This is an optimization exercise on Yosys and OpenROAD, whose aim is small area, not a production implementation.
In this exercise RTL edits were held to simulation tests only and were not proved equivalent to the original.
Power figures rest on the tool's default switching activity, not on a simulated workload.

== rev 12 ==
==> flow/design.v (excerpt) <==
module Pipeline_CPU(
    input clk,
    input rst,
    input [31: 0] inst_IF,
    input [31: 0] Data_in,
    output wire [31: 0] PC_out_EX,
    output wire [31: 0] PC_out_ID,
    output wire [31: 0] inst_ID,
    output wire [31: 0] PC_out_IF,
    output wire [31: 0] Addr_out,
    output wire [31: 0] Data_out,
    output wire [31: 0] Data_out_WB,
    output wire MemRW_Mem,
    output wire MemRW_EX,
    output wire [31:0] Reg00,
    output wire [31:0] Reg01,
    output wire [31:0] Reg02,
    output wire [31:0] Reg03,
    output wire [31:0] Reg04,
    output wire [31:0] Reg05,
    output wire [31:0] Reg06,
    output wire [31:0] Reg07,
    output wire [31:0] Reg08,
    output wire [31:0] Reg09,
    output wire [31:0] Reg10,
    output wire [31:0] Reg11,
    output wire [31:0] Reg12,
    output wire [31:0] Reg13,
    output wire [31:0] Reg14,
    output wire [31:0] Reg15,
    output wire [31:0] Reg16,
    output wire [31:0] Reg17,
    output wire [31:0] Reg18,
    output wire [31:0] Reg19,
    output wire [31:0] Reg20,
    output wire [31:0] Reg21,
    output wire [31:0] Reg22,
    output wire [31:0] Reg23,
    output wire [31:0] Reg24,
    output wire [31:0] Reg25,
    output wire [31:0] Reg26,
    output wire [31:0] Reg27,
    output wire [31:0] Reg28,
    output wire [31:0] Reg29,
    output wire [31:0] Reg30,
    output wire [31:0] Reg31
    );
Size in the first run: roughly 6500 cells after synthesis, roughly 1300 flip-flops, about 1300 I/O pins, ~62000 um2 of cells after synthesis.
==> flow/config.mk <==
export PLATFORM = sky130hd
export DESIGN_NAME = Pipeline_CPU
export DESIGN_NICKNAME = Pipeline_CPU
export VERILOG_FILES = /design/flow/design.v
export SDC_FILE = /design/flow/constraint.sdc
export NUM_CORES = 8
export LEC_CHECK = 0
export CAP_MARGIN = 20
export CORE_AREA = 4 4 376 376
export DIE_AREA = 0 0 380 380
export SLEW_MARGIN = 20
==> flow/constraint.sdc <==
create_clock -name core_clock -period 10.0 [get_ports {clk}]
set_input_delay 2.0000 -clock core_clock [delete_from_list [all_inputs] [get_ports {clk}]]
set_output_delay 2.0000 -clock core_clock [all_outputs]
set_load 0.01 [all_outputs]
standard.sh (not shown) runs the stock make flow with config.mk's settings and CLKGATE_MAP_FILE= SYNTH_SCRIPT=/design/flow/synth_recipe.tcl, a recipe that flattens the netlist after the stock synthesis.
==> flow/flow/run.sh <==
#!/bin/bash
# Own layout flow: the standard flow (standard.sh) with
#  - synthesis: the standard flow's script plus hand-mapped register-file cells (see synth.tcl),
#    with ABC mapping all adders (no full/half-adder cell extraction),
#  - the smallest buffer (buf_1) on every input and output port,
#  - clock tree without dummy loads and with small clock buffers,
set -euo pipefail
W=$PWD
F=$W/flow
python3 "$F/map_gates.py" design.v design_mapped.v > map_gates.log 2>&1
export FLOW_DIR=$F FLOW_ABC_SCRIPT=$F/abc.script FLOW_SYNTH_TCL=$W/synth_recipe.tcl
bash standard.sh \
  VERILOG_FILES="$W/design_mapped.v" \
  SYNTH_SCRIPT="$F/synth.tcl" \
  ADDER_MAP_FILE= \
  SYNTH_KEEP_MODULES=AddSub \
  "BUFFER_PORTS_ARGS=-buffer_cell sky130_fd_sc_hd__buf_1" \
  "PLACE_PINS_ARGS=-min_distance 1 -min_distance_in_tracks" \
  "CTS_ARGS=-sink_clustering_enable -repair_clock_nets -dont_use_dummy_load -sink_clustering_size 16 -sink_clustering_max_diameter 60 -buf_list {sky130_fd_sc_hd__clkbuf_4 sky130_fd_sc_hd__clkbuf_8}" \
  finish > flow.log 2>&1
==> flow/flow/adder.script <==
strash
dch -f
map -D 3000
Other scripts of this flow, unchanged in this note and not shown: flow/flow/abc.script, flow/flow/map_gates.py, flow/flow/rfmux_map.v, flow/flow/synth.tcl
The final layout from rev 12, which completed every stage, passed the timing, design-rule and antenna checks at the end of the flow.
### rev 12 -> rev 13
- changing CORE_AREA from 4 4 376 376 to 4 4 336 336
- changing DIE_AREA from 0 0 380 380 to 0 0 340 340
==> flow/flow/adder.script <==
strash
dch -f
map -D 3000
amap
Results
Looking at the reports, rev 13 completed the entire flow and the layout it produced met the timing, design-rule and antenna checks.
A critical path launch point of ir_D[19] is what rev 13 shows, while ir_D[20] belongs to rev 12.
Relative area change from synthesis to final layout: rev 13 < rev 12
The cell area after layout of rev 13 falls short of that of rev 12 by 810 um2.
Compared with rev 12, rev 13 shows a higher part of the total power dissipated in the clock network.
Total power of rev 13 is lower than that of rev 12.
Rev 13 vs. rev 12: clock power went down, number of detailed-routing iterations run before antenna repair +11, maximum net fanout on the critical path now larger, wire length has decreased.

## static timing again, ports no longer ideal
The flow's constraints put no driver on any port. The routed layouts listed below were extracted and timed again, unchanged, in two steps.
Step 1 sets driving cells, clkbuf_16 on the clock port and buf_2 on the other inputs (assumed; they add their load-dependent delay and slew).
Step 2 adds t to the input delays and takes it off the output delays; t is the mean of the earliest and latest rising clock arrival at the registers after step 1. Input paths then give back, and output paths get back, about the clock's delay inside the block.
Three values: no drivers, after step 1, after step 2; two values: the first two.
run	t (ns)	setup WS [ns]	worst hold slack (ns)	cell pins on the clock port's net
rev 12	0.954	0.784 / 0.784 / 0.784	0.306 / 0.306 / 0.306	1
rev 13	0.897	0.871 / 0.871 / 0.871	0.282 / 0.282 / 0.282	1
After both steps every run listed still meets setup and hold.
